Background: an optimization exercise with open tools, aiming at small area. Do not read the settings as production practice.
Only simulation tests tie the RTL to the original design; equivalence was not proved.

===== flow/run.sh =====
#!/bin/bash
# synth_recipe.tcl (not shown) runs the flow's synth.tcl, then flattens the netlist and writes it again
# the make line also repeats each setting of config.mk as NAME=value (left out here)
make -C /OpenROAD-flow-scripts/flow DESIGN_CONFIG=/design/flow/config.mk WORK_HOME=/design/flow/orfs CLKGATE_MAP_FILE= SYNTH_SCRIPT=/design/flow/synth_recipe.tcl finish

===== flow/config.mk =====
export PLATFORM = sky130hd
export DESIGN_NAME = fft_bfly
export DESIGN_NICKNAME = fft_bfly
export VERILOG_FILES = /design/flow/design.v
export SDC_FILE = /design/flow/constraint.sdc
export NUM_CORES = 4
export LEC_CHECK = 0
export CAP_MARGIN = 20
export CORE_MARGIN = 2
export CORE_UTILIZATION = 40
export SLEW_MARGIN = 20

===== flow/constraint.sdc =====
create_clock -name core_clock -period 40.0 [get_ports {clk}]
set_input_delay 8.0000 -clock core_clock [delete_from_list [all_inputs] [get_ports {clk}]]
set_output_delay 8.0000 -clock core_clock [all_outputs]
set_load 0.01 [all_outputs]

===== flow/design.v =====
module priority_encoder(
			input [24:0] significand,
			input [7:0] Exponent_a,
			output reg [24:0] Significand,
			output [7:0] Exponent_sub
			);
reg [4:0] shift;
always @(significand)
begin
	casex (significand)
		25'b1_1xxx_xxxx_xxxx_xxxx_xxxx_xxxx :	begin
													Significand = significand;
									 				shift = 5'd0;
								 			  	end
		25'b1_01xx_xxxx_xxxx_xxxx_xxxx_xxxx : 	begin						
										 			Significand = significand << 1;
									 				shift = 5'd1;
								 			  	end
		25'b1_001x_xxxx_xxxx_xxxx_xxxx_xxxx : 	begin						
										 			Significand = significand << 2;
									 				shift = 5'd2;
								 				end
		25'b1_0001_xxxx_xxxx_xxxx_xxxx_xxxx : 	begin 							
													Significand = significand << 3;
								 	 				shift = 5'd3;
								 				end
		25'b1_0000_1xxx_xxxx_xxxx_xxxx_xxxx : 	begin						
									 				Significand = significand << 4;
								 	 				shift = 5'd4;
								 				end
		25'b1_0000_01xx_xxxx_xxxx_xxxx_xxxx : 	begin						
									 				Significand = significand << 5;
								 	 				shift = 5'd5;
								 				end
		25'b1_0000_001x_xxxx_xxxx_xxxx_xxxx : 	begin						 
									 				Significand = significand << 6;
								 	 				shift = 5'd6;
								 				end
		25'b1_0000_0001_xxxx_xxxx_xxxx_xxxx : 	begin						 
									 				Significand = significand << 7;
								 	 				shift = 5'd7;
								 				end
		25'b1_0000_0000_1xxx_xxxx_xxxx_xxxx : 	begin						 
									 				Significand = significand << 8;
								 	 				shift = 5'd8;
								 				end
		25'b1_0000_0000_01xx_xxxx_xxxx_xxxx : 	begin						 
									 				Significand = significand << 9;
								 	 				shift = 5'd9;
								 				end
		25'b1_0000_0000_001x_xxxx_xxxx_xxxx : 	begin						 
									 				Significand = significand << 10;
								 	 				shift = 5'd10;
								 				end
		25'b1_0000_0000_0001_xxxx_xxxx_xxxx : 	begin						 
									 				Significand = significand << 11;
								 	 				shift = 5'd11;
								 				end
		25'b1_0000_0000_0000_1xxx_xxxx_xxxx : 	begin						 
									 				Significand = significand << 12;
								 	 				shift = 5'd12;
								 				end
		25'b1_0000_0000_0000_01xx_xxxx_xxxx : 	begin						 
									 				Significand = significand << 13;
								 	 				shift = 5'd13;
								 				end
		25'b1_0000_0000_0000_001x_xxxx_xxxx : 	begin						 
									 				Significand = significand << 14;
								 	 				shift = 5'd14;
								 				end
		25'b1_0000_0000_0000_0001_xxxx_xxxx  : 	begin						 
									 				Significand = significand << 15;
								 	 				shift = 5'd15;
								 				end
		25'b1_0000_0000_0000_0000_1xxx_xxxx : 	begin						 
									 				Significand = significand << 16;
								 	 				shift = 5'd16;
								 				end
		25'b1_0000_0000_0000_0000_01xx_xxxx : 	begin						 
											 		Significand = significand << 17;
										 	 		shift = 5'd17;
												end
		25'b1_0000_0000_0000_0000_001x_xxxx : 	begin						 
									 				Significand = significand << 18;
								 	 				shift = 5'd18;
								 				end
		25'b1_0000_0000_0000_0000_0001_xxxx : 	begin						 
									 				Significand = significand << 19;
								 	 				shift = 5'd19;
												end
		25'b1_0000_0000_0000_0000_0000_1xxx :	begin						 
									 				Significand = significand << 20;
								 					shift = 5'd20;
								 				end
		25'b1_0000_0000_0000_0000_0000_01xx : 	begin						 
									 				Significand = significand << 21;
								 	 				shift = 5'd21;
								 				end
		25'b1_0000_0000_0000_0000_0000_001x : 	begin						 
									 				Significand = significand << 22;
								 	 				shift = 5'd22;
								 				end
		25'b1_0000_0000_0000_0000_0000_0001 : 	begin						 
									 				Significand = significand << 23;
								 	 				shift = 5'd23;
								 				end
		25'b1_0000_0000_0000_0000_0000_0000 : 	begin						 
								 					Significand = significand << 24;
							 	 					shift = 5'd24;
								 				end
		default : 	begin
						Significand = (~significand) + 1'b1;
						shift = 8'd0;
					end
	endcase
end
assign Exponent_sub = Exponent_a - shift;
endmodule
module Addition_Subtraction(
input [31:0] a_operand,b_operand,  
input AddBar_Sub,				   
output [31:0] result               
);
wire Exception;
wire operation_sub_addBar;
wire Comp_enable;
wire output_sign;
wire [31:0] operand_a,operand_b;
wire [23:0] significand_a,significand_b;
wire [7:0] exponent_diff;
wire [23:0] significand_b_add_sub;
wire [7:0] exponent_b_add_sub;
wire [24:0] significand_add;
wire [30:0] add_sum;
wire [23:0] significand_sub_complement;
wire [24:0] significand_sub;
wire [30:0] sub_diff;
wire [24:0] subtraction_diff; 
wire [7:0] exponent_sub;
assign {Comp_enable,operand_a,operand_b} = (a_operand[30:0] < b_operand[30:0]) ? {1'b1,b_operand,a_operand} : {1'b0,a_operand,b_operand};
assign exp_a = operand_a[30:23];
assign exp_b = operand_b[30:23];
assign Exception = (&operand_a[30:23]) | (&operand_b[30:23]);
assign output_sign = AddBar_Sub ? Comp_enable ? !operand_a[31] : operand_a[31] : operand_a[31] ;
assign operation_sub_addBar = AddBar_Sub ? operand_a[31] ^ operand_b[31] : ~(operand_a[31] ^ operand_b[31]);
assign significand_a = (|operand_a[30:23]) ? {1'b1,operand_a[22:0]} : {1'b0,operand_a[22:0]};
assign significand_b = (|operand_b[30:23]) ? {1'b1,operand_b[22:0]} : {1'b0,operand_b[22:0]};
assign exponent_diff = operand_a[30:23] - operand_b[30:23];
assign significand_b_add_sub = significand_b >> exponent_diff;
assign exponent_b_add_sub = operand_b[30:23] + exponent_diff; 
assign perform = (operand_a[30:23] == exponent_b_add_sub);
assign significand_add = (perform & operation_sub_addBar) ? (significand_a + significand_b_add_sub) : 25'd0; 
assign add_sum[22:0] = significand_add[24] ? significand_add[23:1] : significand_add[22:0];
assign add_sum[30:23] = significand_add[24] ? (1'b1 + operand_a[30:23]) : operand_a[30:23];
assign significand_sub_complement = (perform & !operation_sub_addBar) ? ~(significand_b_add_sub) + 24'd1 : 24'd0 ; 
assign significand_sub = perform ? (significand_a + significand_sub_complement) : 25'd0;
priority_encoder pe(significand_sub,operand_a[30:23],subtraction_diff,exponent_sub);
assign sub_diff[30:23] = exponent_sub;
assign sub_diff[22:0] = subtraction_diff[22:0];
assign result = Exception ? 32'b0 : ((!operation_sub_addBar) ? {output_sign,sub_diff} : {output_sign,add_sum});
endmodule
module multiplication( 
				input [31:0] A,
				input [31:0] B,
				output [31:0] Result);
wire Exception,Overflow,Underflow;
wire [8:0] exponent,sum_exponent;
wire [22:0] product_mantissa;
wire [47:0] product,product_normalised;
wire bitandA,bitandB,bitorA,bitorB,pro_man_bitand;
wire sign,product_round,normalised,zero,carry,sign_carry,not_zero,w1;
wire [31:0]ripple_result_1,ripple_result_2,ripple_result_3;
xor (sign,A[31],B[31]);  
bitand_mul C1(.bitandin(A[30:23]),.bitandout(bitandA));
bitand_mul C2(.bitandin(B[30:23]),.bitandout(bitandB));
or(Exception,bitandA,bitandB); 
bitor_mul  C3(.bitorin(A[30:23]),.bitorout(bitorA));
bitor_mul  C4(.bitorin(B[30:23]),.bitorout(bitorB));
assign product = {bitorA,A[22:0]} * {bitorB,B[22:0]};
bitor2_mul C5(.in(product[22:0]),.out(product_round));	
and(normalised,product[47],1'b1);
assign product_normalised = normalised ? product : product << 1;
assign product_mantissa = product_normalised[46:24] + (product_normalised[23] & product_round);
bitand2_mul C6(.in(product_mantissa[22:0]),.out(pro_man_bitand));
mux_mul C7(.fi(pro_man_bitand),.si(1'b0),.SL(Exception),.Y(zero));
rca8bit_mul  C8(.A(A[30:23]),.B(B[30:23]),.Cin(1'b0),.Sum(sum_exponent[7:0]),.Cout(sum_exponent[8]));
rca9bit_mul  C10( .A(sum_exponent[8:0]), .B(9'b110000001), .Cin(normalised),       .Sum(exponent[8:0]), .Cout(sign_carry));
not(Underflow,sign_carry);
and(Overflow,sign_carry,exponent[8]);
mux_multi_mul C13( .A({sign,exponent[7:0],product_mantissa}), .B(32'b00000000000000000000000000000000),       .SL(Exception),    .O(ripple_result_1[31:0]));
mux_multi_mul C14( .A(ripple_result_1[31:0]),                 .B({sign,31'b0000000000000000000000000000000}), .SL(zero),         .O(ripple_result_2[31:0]));
mux_multi_mul C15( .A(ripple_result_2[31:0]),                 .B({sign,31'b1111111100000000000000000000000}), .SL(Overflow),     .O(ripple_result_3[31:0]));
mux_multi_mul C16( .A(ripple_result_3[31:0]),                 .B({sign,31'b0000000000000000000000000000000}), .SL(Underflow),    .O(Result[31:0])         );
endmodule
module bitand_mul(
	 input [7:0]bitandin,
	 output bitandout
	 );
and(bitandout,bitandin[7],bitandin[6],bitandin[5],bitandin[4],bitandin[3],bitandin[2],bitandin[1],bitandin[0]);
endmodule
module bitor_mul(
	 input [7:0]bitorin,
	 output bitorout
	 );
or(bitorout,bitorin[7],bitorin[6],bitorin[5],bitorin[4],bitorin[3],bitorin[2],bitorin[1],bitorin[0]);
endmodule
module bitor2_mul(
	 input [22:0]in,
	 output out
	 );
or(out,in[22],in[21],in[20],in[19],in[18],in[17],in[16],in[15],in[14],in[13],in[12],in[11],in[10],in[9],in[8],in[7],in[6],in[5],in[4],in[3],in[2],in[1],in[0]);
endmodule
module bitand2_mul(
	 input [22:0]in,
	 output out
	 );
and(out,in[22],in[21],in[20],in[19],in[18],in[17],in[16],in[15],in[14],in[13],in[12],in[11],in[10],in[9],in[8],in[7],in[6],in[5],in[4],in[3],in[2],in[1],in[0]);
endmodule
module mux_mul(
	 input fi,
	 input si,
	 input SL,
	 output Y
	 );
wire invSL,and1,and2,or1;
and(and1,SL,si);
not(invSL,SL);
and(and2,invSL,fi);
or(Y,and1,and2);
endmodule
module rca9bit_mul(
    input [8:0] A,
    input [8:0] B,
    input Cin,
    output [8:0] Sum,
    output Cout
    );
rca8bit_mul adder0(.A(A[7:0]),  .B(B[7:0]), .Cin(Cin),  .Sum(Sum[7:0]),  .Cout(ripple));
adder_full_mul fa0(.a(A[8]),  .b(B[8]),  .cin(ripple),  .sum(Sum[8]),  .carry(Cout));
endmodule
module rca8bit_mul(
    input [7:0] A,
    input [7:0] B,
	 input Cin,
	 output [7:0] Sum,
	 output Cout
    );
adder4_mul F0( .a(A[3:0]),  .b(B[3:0]),  .cin(Cin),      .sum(Sum[3:0]),  .carry(ripple));
adder4_mul F1( .a(A[7:4]),  .b(B[7:4]),  .cin(ripple),   .sum(Sum[7:4]),  .carry(Cout));
endmodule
module adder4_mul(
	 input [3:0]a,
	 input [3:0]b,
	 input cin,
	 output [3:0]sum,
	 output carry
	 );
wire w1,w2,w3;
adder_full_mul G0(.a(a[0]),  .b(b[0]),  .cin(cin),  .sum(sum[0]),  .carry(w1));
adder_full_mul G1(.a(a[1]),  .b(b[1]),  .cin(w1),   .sum(sum[1]),  .carry(w2));
adder_full_mul G2(.a(a[2]),  .b(b[2]),  .cin(w2),   .sum(sum[2]),  .carry(w3));
adder_full_mul G3(.a(a[3]),  .b(b[3]),  .cin(w3),   .sum(sum[3]),  .carry(carry));
endmodule
module adder_full_mul(
	 input a,
	 input b,
	 input cin,
	 output sum,
	 output carry
	 );
wire w1,w2,w3;
adder_half_mul H0(.a(a),    .b(b),    .sum(w1),   .carry(w2));
adder_half_mul H1(.a(w1),   .b(cin),  .sum(sum),  .carry(w3));
or(carry,w2,w3);
endmodule
module adder_half_mul(
	 input a,
	 input b,
	 output sum,
	 output carry
	 );
xor(sum,a,b);
and(carry,a,b);
endmodule
module mux_multi_mul(
	 input [31:0]A,
	 input [31:0]B,
	 input SL,
	 output [31:0]O
	 );
mux_mul M01 (.fi(A[31]),.si(B[31]),.SL(SL),.Y(O[31]));
mux_mul M02 (.fi(A[30]),.si(B[30]),.SL(SL),.Y(O[30]));
mux_mul M03 (.fi(A[29]),.si(B[29]),.SL(SL),.Y(O[29]));
mux_mul M04 (.fi(A[28]),.si(B[28]),.SL(SL),.Y(O[28]));
mux_mul M05 (.fi(A[27]),.si(B[27]),.SL(SL),.Y(O[27]));
mux_mul M06 (.fi(A[26]),.si(B[26]),.SL(SL),.Y(O[26]));
mux_mul M07 (.fi(A[25]),.si(B[25]),.SL(SL),.Y(O[25]));
mux_mul M08 (.fi(A[24]),.si(B[24]),.SL(SL),.Y(O[24]));
mux_mul M09 (.fi(A[23]),.si(B[23]),.SL(SL),.Y(O[23]));
mux_mul M10 (.fi(A[22]),.si(B[22]),.SL(SL),.Y(O[22]));
mux_mul M11 (.fi(A[21]),.si(B[21]),.SL(SL),.Y(O[21]));
mux_mul M12 (.fi(A[20]),.si(B[20]),.SL(SL),.Y(O[20]));
mux_mul M13 (.fi(A[19]),.si(B[19]),.SL(SL),.Y(O[19]));
mux_mul M14 (.fi(A[18]),.si(B[18]),.SL(SL),.Y(O[18]));
mux_mul M15 (.fi(A[17]),.si(B[17]),.SL(SL),.Y(O[17]));
mux_mul M16 (.fi(A[16]),.si(B[16]),.SL(SL),.Y(O[16]));
mux_mul M17 (.fi(A[15]),.si(B[15]),.SL(SL),.Y(O[15]));
mux_mul M18 (.fi(A[14]),.si(B[14]),.SL(SL),.Y(O[14]));
mux_mul M19 (.fi(A[13]),.si(B[13]),.SL(SL),.Y(O[13]));
mux_mul M20 (.fi(A[12]),.si(B[12]),.SL(SL),.Y(O[12]));
mux_mul M21 (.fi(A[11]),.si(B[11]),.SL(SL),.Y(O[11]));
mux_mul M22 (.fi(A[10]),.si(B[10]),.SL(SL),.Y(O[10]));
mux_mul M23 (.fi(A[9]) ,.si(B[9]) ,.SL(SL),.Y(O[9]) );
mux_mul M24 (.fi(A[8]) ,.si(B[8]) ,.SL(SL),.Y(O[8]) );
mux_mul M25 (.fi(A[7]) ,.si(B[7]) ,.SL(SL),.Y(O[7]) );
mux_mul M26 (.fi(A[6]) ,.si(B[6]) ,.SL(SL),.Y(O[6]) );
mux_mul M27 (.fi(A[5]) ,.si(B[5]) ,.SL(SL),.Y(O[5]) );
mux_mul M28 (.fi(A[4]) ,.si(B[4]) ,.SL(SL),.Y(O[4]) );
mux_mul M29 (.fi(A[3]) ,.si(B[3]) ,.SL(SL),.Y(O[3]) );
mux_mul M30 (.fi(A[2]) ,.si(B[2]) ,.SL(SL),.Y(O[2]) );
mux_mul M31 (.fi(A[1]) ,.si(B[1]) ,.SL(SL),.Y(O[1]) );
mux_mul M32 (.fi(A[0]) ,.si(B[0]) ,.SL(SL),.Y(O[0]) );
endmodule
module bfly4_4(xr,xi,yr,yi,wr,wi,x0r,x0i,x1r,x1i); 
input signed [31:0]xr,xi,yr,yi;
input signed [31:0]wr,wi;
output [31:0] x0r,x0i,x1r,x1i;
wire [31:0] p1,p2,p3,p4;
wire [31:0] tmp1,tmp2,tmp3,tmp4;
multiplication m1(wr,yr,p1);
multiplication m2(wi,yi,p2);
multiplication m3(wr,yi,p3);
multiplication m4(wi,yr,p4);
Addition_Subtraction t1(p1,p2,1,tmp1);
Addition_Subtraction t2(tmp1,xr,0,x0r);
Addition_Subtraction t3(p3,p4,0,tmp2);
Addition_Subtraction t4(tmp2,xi,0,x0i);
Addition_Subtraction t5(xr,tmp1,1,x1r);
Addition_Subtraction t6(xi,tmp2,1,x1i);
endmodule
module fft_bfly(
    input             clk,
    input      [31:0] xr, xi, yr, yi,
    input      [31:0] wr, wi,
    output reg [31:0] x0r, x0i, x1r, x1i
);
reg  [31:0] xr_q, xi_q, yr_q, yi_q, wr_q, wi_q;
wire [31:0] x0r_d, x0i_d, x1r_d, x1i_d;
always @(posedge clk) begin
    xr_q <= xr;
    xi_q <= xi;
    yr_q <= yr;
    yi_q <= yi;
    wr_q <= wr;
    wi_q <= wi;
end
bfly4_4 u_bfly(xr_q, xi_q, yr_q, yi_q, wr_q, wi_q, x0r_d, x0i_d, x1r_d, x1i_d);
always @(posedge clk) begin
    x0r <= x0r_d;
    x0i <= x0i_d;
    x1r <= x1r_d;
    x1i <= x1i_d;
end
endmodule

==> run notes <==
[stage by stage]
step            util  setup TNS [ns]  std cells  area [um^2]
6_report       0.448               0      26000       171000
5_1_grt        0.448          -0.402      26000       171000
4_1_cts        0.443               0      25900       169000
3_5_place_dp   0.438           -9.78      25800       168000
3_3_place_gp   0.438           -9.32      25800       168000
2_1_floorplan      -               0      20500       154000
[area by class of cell]
class	instances	area, um^2	share of cell area
flip-flops and latches	320	6640	0.0388
clock buffers	60	1290	0.00756
well taps	5038	6300	0.0368
clock inverters	27	347	0.00202
repair buffers	1499	12500	0.0729
inverters	2747	10300	0.0602
diodes	68	170	0.000993
multi-input cells	16200	134000	0.781
[registers in the layout, indices dropped and copies added, names as in the netlist]
signal,cells
xr_q,32
x1r,32
x0i,32
x0r,32
xi_q,32
yi_q,32
x1i,32
wr_q,32
wi_q,32
yr_q,32
[final timing paths]
kind               startpoint            endpoint  slack [ns]
max          yi_q[10]$_DFF_P_  x1r[30]$_SDFF_PP0_        1.77
min          xr_q[31]$_DFF_P_  x1r[31]$_SDFF_PP0_        0.77
max reg2reg  yi_q[10]$_DFF_P_  x1r[30]$_SDFF_PP0_        1.77
min reg2reg  xr_q[31]$_DFF_P_  x1r[31]$_SDFF_PP0_        0.77
[layer usage]
layer / share of wire / vias up / track usage
li1: - / 70500 / -
met1: 0.42 / 78700 / 0.476
met2: 0.43 / 8501 / 0.548
met3: 0.098 / 1827 / 0.0774
met4: 0.055 / 28 / 0.167
met5: 0.00036 / - / 0
[worst min-delay path: stages (launching register included)]
cell and delay [ns]:
dfxtp_1 0.42, nor2_1 0.15, nor3_1 0.12
[cell usage in the layout, fill, tap and decap left out, types with 507 or more instances in the layout]
| cell type | count |
|---|---|
| nor2_1 | 1313 |
| buf_4 | 1119 |
| xnor2_1 | 525 |
| o21ai_0 | 834 |
| nor3_1 | 507 |
| and2_1 | 1026 |
| inv_1 | 2718 |
| fa_1 | 1981 |
| ha_1 | 1246 |
| nand2_1 | 2692 |
| a21oi_1 | 922 |
[what timing repair did]
action,CTS,global route
setup buffers,1,29
gates cloned,0,1
setup endpoints to repair,57,124
gates resized for setup,17,357
pin swaps,1,31
[cell families (layout without fill, tap and decap cells)]
group	count (synthesis)	after routing	share of synthesized area
AO/OA/AOI/OAI	4424	4425	0.193
buffers and inverters	4005	4333	0.0986
XOR/XNOR	767	767	0.0441
flip-flops	320	320	0.0417
other	0	68	0
multiplexers	393	393	0.0307
adder cells (fa/ha/maj)	3249	3249	0.361
AND/OR/NAND/NOR	7369	7369	0.231
==> flow_summary.json <==
{
  "max-clock-path-buffers": 3,
  "drt_iter0_markers": 18100,
  "end_kind": "flop",
  "drc": 0,
  "postLayoutSetupSlackWorst_ns": 1.77,
  "grt_remaining_overflow": 0,
  "path_class": "reg2reg",
  "ys_warn_count": 13,
  "async_reset_ff_frac": 0,
  "cts_buffers": 47,
  "setup_viol": 0,
  "clkSlewWorstSetupHoldPaths_ns": 0.06,
  "hold-worst-slack_ns": 0.773,
  "nets": 24300,
  "synth_flop_cell": "dfxtp_1",
  "pin_count": 321,
  "antenna_found_initial": 59,
  "drtAntennaViolNets": 0,
  "period_share": 0.956,
  "gp_congestion": 1.04,
  "netlist_area_um2": 154000,
  "worst_hold_path_type": "reg2reg",
  "slew_viol_final": 0,
  "areaGrowthSynthToFinish_pct": 11.5,
  "slowest_stage": "dfxtp_4",
  "synth-edff-count": 0,
  "synth_top_cells_by_count": "inv_1, nand2_1, fa_1",
  "cts-root-buf": "clkbuf_16",
  "cp_max_fo": 25,
  "clock_latency_ns": 0.78,
  "grt_pass1_vias": 158000,
  "dr_total_vias": 160000,
  "post_drt_wl_per_cell_um": 27.5,
  "synthTopCellsByArea": "fa_1, ha_1, inv_1",
  "yosysMostFrequentCell": "inv_1",
  "grt_usage": 0.356,
  "drtPass1Iterations": 12,
  "htreeDepth": 2,
  "maxSlewHeadroom": 0.130,
  "yosysTopAreaCell": "fa_1",
  "fillers": 39200,
  "die_w_um": 624,
  "path_depth": 173,
  "vias_per_cell": 6.14,
  "design.core.area_um2": 383000,
  "status": "finished clean",
  "dieArea_um2": 389000,
  "holdPathStages": 2,
  "crit_buf_inv": 21,
  "dp_worst_setup_slack_ns": -0.753,
  "synth.distinct_cells": 122,
  "ctsHoldBuffers": 0,
  "syn-num-nets": 24000,
  "fmax_ghz": 0.0262,
  "numClockSinks": 320,
  "cp_data_arrival_time_ns": 38.83,
  "synth_top_area_share": 0.258,
  "grt_max_degree": 66,
  "critPathTopFamily": "simple AND/OR/NAND/NOR gates",
  "cp.required_ns": 40.60,
  "cp_common_cell": "o21ai_0",
  "hold_viol": 0,
  "cts_tree": "built",
  "drive_gt1_frac": 0.0955,
  "synthCells": 20500,
  "grt_pass1_wl_um": 1050000,
  "rows": 227,
  "startpoint_type": "flop",
  "skew_ns": 0.0598,
  "min_period_ns": 38.23,
  "dp_hpwl_um": 568000,
  "worstMarginPinSlew_ns": 1.29,
  "die_h_um": 624,
  "routed_wl_um": 713000,
  "start_util": 0.402,
  "drv_cap": 0,
  "ys_ff_latch": 320,
  "syn_avg_cell_area_um2": 7.49,
  "portBuffers": 320,
  "critPathMaxStageDelay_ns": 0.59,
  "reg2reg_depth": 173,
  "synth-seq-area-share": 0.0417
}

## afterwards: timing with drivers on the ports
How much do the figures lean on ideal ports? The routed layout below was timed once more, with nothing changed but the port constraints. Step 1 assumes that a clkbuf_16 drives the clock port and a buf_2 every other input. Step 2, shift: input delay + t, output delay - t, t = (earliest + latest rising clock arrival at the registers) / 2. This alone moves slack from input paths to output paths. Slacks: ideal / step 1 / step 2; pairs: ideal / step 1.
shift t [ns]: 0.857
setup slack, ns: 1.766 / 1.766 / 1.766
worst hold slack (ns): 0.773 / 0.773 / 0.773
After both steps this run still meets setup and hold. For this run, drivers alone change the setup slack by 0.000 ns; drivers and shift together by 0.000 ns.
